From an optimization exercise on the open Yosys and OpenROAD flow, aimed at a short achievable clock period and few clock cycles; shortcuts taken in it are not production practice. In this exercise RTL edits were held to simulation tests only and were not proved equivalent to the original. Power and IR drop assume default switching activity.

## flow/design.v

```verilog
module integrate(
input clock,reset,enter,
input [7:0] in1,
input prog_we,
input [4:0] prog_addr,
input [7:0] prog_data,
input [4:0] dbg_addr,
output [7:0] dbg_data,
output halt,
output in_req,
output [7:0] out1
);
localparam W = 4;
localparam JAL = 1;           
localparam NS = 2 * W - 1;    
reg [255:0] ram;
reg [5*(NS+1)-1:0] pcs;       
reg [31:0] poh;               
reg [8*W-1:0] ir;
reg [32*W-1:0] oh;            
reg [7:0] avalue;
function [31:0] dec;
  input [4:0] a;
  begin
    dec = 32'd0;
    dec[a] = 1'b1;
  end
endfunction
function [31:0] rot;
  input [31:0] x;
  input integer n;
  rot = (x << n) | (x >> (32 - n));
endfunction
function [7:0] rdoh;
  input [255:0] m;
  input [31:0] s;
  integer b;
  begin
    rdoh = 8'd0;
    for (b = 0; b < 32; b = b + 1)
      rdoh = rdoh | (m[8*b +: 8] & {8{s[b]}});
  end
endfunction
function [7:0] padd;
  input [7:0] x, y;
  input cin;
  reg [7:0] g, p, g1, p1, g2, p2, g3;
  begin
    g = x & y;
    p = x ^ y;
    g[0] = g[0] | (p[0] & cin);
    g1 = g | ({p[7:1], 1'b0} & {g[6:0], 1'b0});
    p1 = p & {p[6:0], 1'b1};
    g2 = g1 | ({p1[7:2], 2'b0} & {g1[5:0], 2'b0});
    p2 = p1 & {p1[5:0], 2'b11};
    g3 = g2 | ({p2[7:4], 4'b0} & {g2[3:0], 4'b0});
    padd = p ^ {g3[6:0], cin};
  end
endfunction
function [7:0] add3;
  input [7:0] x, y, z;
  input c0, c1;
  reg [7:0] s, c;
  begin
    s = x ^ y ^ z;
    c = {(x[6:0] & y[6:0]) | (x[6:0] & z[6:0]) | (y[6:0] & z[6:0]), c0};
    add3 = padd(s, c, c1);
  end
endfunction
wire [2:0] op [0:W-1];
wire [4:0] ad [0:W-1];
wire [7:0] mv [0:W-1];
wire [7:0] val [0:W-1];
genvar gj;
generate for (gj = 0; gj < W; gj = gj + 1) begin : slot
  assign op[gj] = ir[8*gj+5 +: 3];
  assign ad[gj] = ir[8*gj +: 5];
  assign mv[gj] = rdoh(ram, oh[32*gj +: 32]);
  assign val[gj] = (op[gj] == 3'b100) ? in1 : mv[gj];
end endgenerate
wire az = (avalue == 8'd0);
wire ap = ~avalue[7];
wire [31:0] aoh = dec(avalue[4:0]);
reg [W-1:0] reach, exec, tk, isalu, isldin, isaddsub, isst, isj, jal, aluseen, tsel, tsel2;
reg [W:0] len, rsel;
reg ireq, alu_seen, in_seen, hit, fw, tbase;
reg [7:0] anew, base, tx, ty, w8;
reg [7:0] rl [1:W];
reg [8*NS-1:0] sq;            
reg [32*NS-1:0] sqoh;
reg [8*W*W-1:0] tw;           
reg [32*W*W-1:0] twoh;
reg [8*W-1:0] irb, irn;
reg [32*W-1:0] ohb, ohn;
reg [4:0] qb, q;
reg [31:0] pohb, pohn, s32;
reg [4:0] xa;
reg ldin_seen;
integer j, k, i;
integer ii, kk, i2, k3;
always @(*) begin
  for (j = 0; j < W; j = j + 1) begin
    isalu[j] = op[j] == 3'b000 || op[j] == 3'b010 || op[j] == 3'b011 || op[j] == 3'b100;
    isldin[j] = op[j] == 3'b000 || op[j] == 3'b100;
    isaddsub[j] = op[j] == 3'b010 || op[j] == 3'b011;
    isst[j] = op[j] == 3'b001;
    isj[j] = op[j] == 3'b101 || op[j] == 3'b110;
    tk[j] = (op[j] == 3'b101 && az) || (op[j] == 3'b110 && ap);
  end
  alu_seen = 1'b0;
  in_seen = 1'b0;
  ireq = 1'b0;
  for (j = 0; j < W; j = j + 1) begin
    aluseen[j] = alu_seen;
    jal[j] = alu_seen && isj[j];
    hit = 1'b0;
    for (k = 0; k < j; k = k + 1)
      if (isst[k] && (ad[k] == pcs[5*j +: 5] ||
          ((op[j] == 3'b000 || isaddsub[j]) && ad[k] == ad[j])))
        hit = 1'b1;
    if (j == 0)
      reach[j] = op[j] != 3'b111;
    else
      reach[j] = exec[j-1] && !(tk[j-1] && !aluseen[j-1]) && !jal[j-1] &&
                 op[j] != 3'b111 && !hit &&
                 !(alu_seen && isst[j]) &&
                 !(JAL == 0 && alu_seen && isj[j]) &&
                 !(in_seen && op[j] == 3'b100) &&
                 !(j >= 2 && isaddsub[j] && isalu[j-1] && isalu[j-2] && !isldin[j-1]);
    exec[j] = reach[j] && (op[j] != 3'b100 || enter);
    if (reach[j] && op[j] == 3'b100) ireq = 1'b1;
    if (isalu[j]) alu_seen = 1'b1;
    if (op[j] == 3'b100) in_seen = 1'b1;
  end
  len = 0;
  len[0] = !exec[0];
  for (j = 1; j < W; j = j + 1)
    len[j] = exec[j-1] && !exec[j];
  len[W] = exec[W-1];
  rsel = 0;
  for (j = 1; j <= W; j = j + 1)
    if (len[j]) begin
      if (jal[j-1]) rsel[j-1] = 1'b1;
      else rsel[j] = 1'b1;
    end
  ldin_seen = 1'b0;
  for (j = 1; j <= W; j = j + 1) begin
    if (isldin[j-1]) ldin_seen = 1'b1;
    base = ldin_seen ? 8'd0 : avalue;
    ty = isalu[j-1] ? (val[j-1] ^ {8{op[j-1] == 3'b011}}) : 8'd0;
    if (j >= 2) begin
      tx = (isalu[j-2] && !isldin[j-1]) ? (val[j-2] ^ {8{op[j-2] == 3'b011}}) : 8'd0;
      rl[j] = add3(base, tx, ty, isalu[j-2] && !isldin[j-1] && op[j-2] == 3'b011,
                   isalu[j-1] && op[j-1] == 3'b011);
    end else
      rl[j] = padd(base, ty, isalu[j-1] && op[j-1] == 3'b011);
  end
  anew = avalue;
  for (j = 1; j <= W; j = j + 1)
    if (rsel[j]) anew = rl[j];
  for (j = 0; j < W; j = j + 1) begin
    tsel[j] = exec[j] && tk[j] && !aluseen[j];
    tsel2[j] = 1'b0;
    if (j >= 1 && exec[j] && jal[j])
      tsel2[j] = (op[j] == 3'b101) ? (rl[j] == 8'd0) : !rl[j][7];
  end
  for (i = 0; i < NS; i = i + 1) begin
    xa = pcs[5*(i+1) +: 5];
    w8 = rdoh(ram, rot(poh, i + 1));
    fw = 1'b0;
    for (k = 0; k < W; k = k + 1)
      if (exec[k] && isst[k] && ad[k] == xa) fw = 1'b1;
    sq[8*i +: 8] = fw ? avalue : w8;
    sqoh[32*i +: 32] = fw ? aoh : dec(w8[4:0]);
  end
  for (j = 0; j < W; j = j + 1)
    for (i = 0; i < W; i = i + 1) begin
      xa = ad[j] + i;
      w8 = (i == 0) ? mv[j] : rdoh(ram, rot(oh[32*j +: 32], i));
      fw = 1'b0;
      for (k = 0; k < W; k = k + 1)
        if (exec[k] && isst[k] && ad[k] == xa) fw = 1'b1;
      tw[8*(W*j+i) +: 8] = fw ? avalue : w8;
      twoh[32*(W*j+i) +: 32] = fw ? aoh : dec(w8[4:0]);
    end
  irb = ir;
  ohb = oh;
  qb = pcs[4:0];
  pohb = poh;
  for (j = 1; j <= W; j = j + 1)
    if (len[j]) begin
      irb = sq[8*(j-1) +: 8*W];
      ohb = sqoh[32*(j-1) +: 32*W];
      qb = pcs[5*j +: 5];
      pohb = rot(poh, j);
    end
  for (j = 0; j < W; j = j + 1)
    if (tsel[j]) begin
      irb = tw[8*W*j +: 8*W];
      ohb = twoh[32*W*j +: 32*W];
      qb = ad[j];
      pohb = oh[32*j +: 32];
    end
  irn = irb;
  ohn = ohb;
  q = qb;
  pohn = pohb;
  for (j = 1; j < W; j = j + 1)
    if (tsel2[j]) begin
      irn = tw[8*W*j +: 8*W];
      ohn = twoh[32*W*j +: 32*W];
      q = ad[j];
      pohn = oh[32*j +: 32];
    end
end
always @(posedge clock) begin
  for (ii = 0; ii < 32; ii = ii + 1) begin
    if (prog_we && prog_addr == ii)
      ram[8*ii +: 8] <= prog_data;
    else if (reset)
      for (kk = 0; kk < W; kk = kk + 1)
        if (exec[kk] && isst[kk] && oh[32*kk + ii]) ram[8*ii +: 8] <= avalue;
  end
end
always @(posedge clock) begin
  for (i2 = 0; i2 < W; i2 = i2 + 1) begin
    if (!reset) begin
      ir[8*i2 +: 8] <= (prog_we && prog_addr == i2) ? prog_data : ram[8*i2 +: 8];
      oh[32*i2 +: 32] <= dec((prog_we && prog_addr == i2) ? prog_data[4:0] : ram[8*i2 +: 5]);
    end else begin
      ir[8*i2 +: 8] <= irn[8*i2 +: 8];
      oh[32*i2 +: 32] <= ohn[32*i2 +: 32];
    end
  end
end
always @(posedge clock or negedge reset) begin
  if (reset == 0) begin
    for (k3 = 0; k3 <= NS; k3 = k3 + 1) pcs[5*k3 +: 5] <= k3;
    poh <= 32'd1;
    avalue <= 0;
  end else begin
    for (k3 = 0; k3 <= NS; k3 = k3 + 1) pcs[5*k3 +: 5] <= q + k3;
    poh <= pohn;
    avalue <= anew;
  end
end
assign halt = reset & (op[0] == 3'b111);
assign in_req = reset & ireq;
assign out1 = avalue;
assign dbg_data = rdoh(ram, dec(dbg_addr));
endmodule
```

## flow/run.sh

```bash
#!/bin/bash
# synth_recipe.tcl (not shown) runs the flow's synth.tcl, then flattens the netlist and writes it again
# the make line also repeats each setting of config.mk as NAME=value (left out here)
make -C /OpenROAD-flow-scripts/flow DESIGN_CONFIG=/design/flow/config.mk WORK_HOME=/design/flow/orfs CLKGATE_MAP_FILE= SYNTH_SCRIPT=/design/flow/synth_recipe.tcl finish
```

## flow/config.mk

```make
export PLATFORM = sky130hd
export DESIGN_NAME = integrate
export DESIGN_NICKNAME = integrate
export VERILOG_FILES = /design/flow/design.v
export SDC_FILE = /design/flow/constraint.sdc
export NUM_CORES = 4
export LEC_CHECK = 0
export ABC_CLOCK_PERIOD_IN_PS = 2500
export CAP_MARGIN = 20
export CORE_MARGIN = 2
export CORE_UTILIZATION = 40
export PLACE_DENSITY = 0.6
export SETUP_SLACK_MARGIN = 3.0
export SLEW_MARGIN = 20
export TNS_END_PERCENT = 100
```

## flow/constraint.sdc

```tcl
create_clock -name core_clock -period 6.5 [get_ports {clock}]
set_input_delay 1.3000 -clock core_clock [delete_from_list [all_inputs] [get_ports {clock}]]
set_output_delay 1.3000 -clock core_clock [all_outputs]
set_load 0.01 [all_outputs]
```

==> flow_metrics.env <==
export IMPL_place_area_sq_mm=0.114
export IMPL_gp_congestion=1.30
export IMPL_cts_root_buf="clkbuf_16"
export IMPL_ys_seq_area_frac=0.149
export IMPL_initial_core_util=0.403
export IMPL_grt_pass1_wl_um=1580000
export IMPL_async_reset_ff_frac=0.144
export IMPL_synth_flop_cell="edfxtp_1"
export IMPL_failing_step="5_1_grt"
export IMPL_ys_ff_latch=486
export IMPL_die_y_um=493
export IMPL_synth_distinct_cells=141
export IMPL_cts_path_max_buffers=3
export IMPL_syn_nets=13900
export IMPL_syn_inst=13700
export IMPL_die_x_um=493
export IMPL_ys_warnings_count=3
export IMPL_error="[ERROR GRT-0116] Global routing finished with congestion. Check the congestion regions in the DRC Viewer."
export IMPL_pre_cts_slack_ps=-822
export IMPL_h_tree_depth=3
export IMPL_syn_avg_cell_area_sq_um=7.01
export IMPL_cts_num_sinks=486
export IMPL_grt_max_degree=131
export IMPL_grt_use_total=0.891
export IMPL_status="aborted with a tool error"
export IMPL_portBuffers=47
export IMPL_ioPinCount=48
export IMPL_num_rows=179
export IMPL_grt_ovfl_total=1657
export IMPL_netlist_area_sq_mm=0.0958
export IMPL_grt_pass1_vias=168000
export IMPL_numCtsBuffers=69
export IMPL_hpwl_um=747000
export IMPL_synth_edf_count=416
repair_timing:
action,in CTS
buffers inserted,81
gates cloned,4
endpoints found under the setup margin,597
pin swaps,70
hold buffers,0
resized for setup,188
logic make-up after synthesis:
group / count (synthesis) / synth area share
buffers and inverters: 2281 / 0.0953
multiplexers: 272 / 0.0308
flip-flops: 486 / 0.149
adder cells (fa/ha/maj): 162 / 0.0234
XOR/XNOR: 360 / 0.0333
AO/OA/AOI/OAI: 6239 / 0.465
AND/OR/NAND/NOR: 3865 / 0.203
stage by stage:
step | cells | setup TNS (ps) | power (uW) | util
after floorplan | 13700 | 0 | 37600 | -
after global placement | 17100 | -18700 | 69800 | 0.477
after detailed placement | 17100 | -16270 | 69800 | 0.477
after CTS | 17300 | 0 | 75600 | 0.494
power groups by stage:
stage,Combinational (uW),Sequential [uW],Clock [uW]
floorplan,32200,5390,0
global placement,61700,8080,0
detailed placement,61700,8040,0
CTS,63800,7830,3990
worst max-delay path by stage:
stage,startpoint,endpoint
after CTS,oh[82]$_DFFE_PP_,oh[72]$_DFFE_PP_
after detailed placement,in1[0],ir[4]$_DFFE_PP_
after floorplan,ram[0]$_DFFE_PP_,pcs[34]$_DFF_PN0_
after global placement,in1[0],ir[4]$_DFFE_PP_
synth_stat cells, types with 30 or more instances:
cell	count	area share
or4_1	58	0.0045
inv_1	166	0.0065
nand2b_1	71	0.0046
o31ai_1	58	0.0045
and3_1	52	0.0034
or3_1	62	0.0040
a21o_1	32	0.0025
o22ai_1	248	0.016
edfxtp_1	416	0.13
nor4_1	144	0.0094
nor3b_1	30	0.0024
a211oi_1	158	0.012
o221ai_1	113	0.010
a21oi_1	701	0.037
buf_4	34	0.0027
nor3_1	234	0.012
and2_1	101	0.0066
a22oi_1	2631	0.21
buf_2	226	0.012
dfrtp_1	62	0.016
mux2i_1	91	0.0095
clkbuf_1	1469	0.058
o21ai_0	694	0.036
mux2_2	179	0.021
a31oi_1	202	0.013
buf_1	351	0.014
ha_1	133	0.017
a22o_1	337	0.031
nand2_1	907	0.036
xor2_1	149	0.014
a221o_1	54	0.0056
nor2_1	906	0.035
xnor2_1	207	0.019
nand3_1	347	0.018
a221oi_1	418	0.038
nand4_1	716	0.047
o211ai_1	149	0.012
o21ai_1	67	0.0035
nor2b_1	78	0.0051
or2_2	41	0.0027
metal layers:
layer | GRT usage | GRT overflow
met4 | 0.866 | 612
met2 | 0.968 | 754
met1 | 0.899 | 113
met3 | 0.827 | 153
met5 | 0.617 | 25
Testbench counts, summed over its fixed seeds: cycles 6,803.
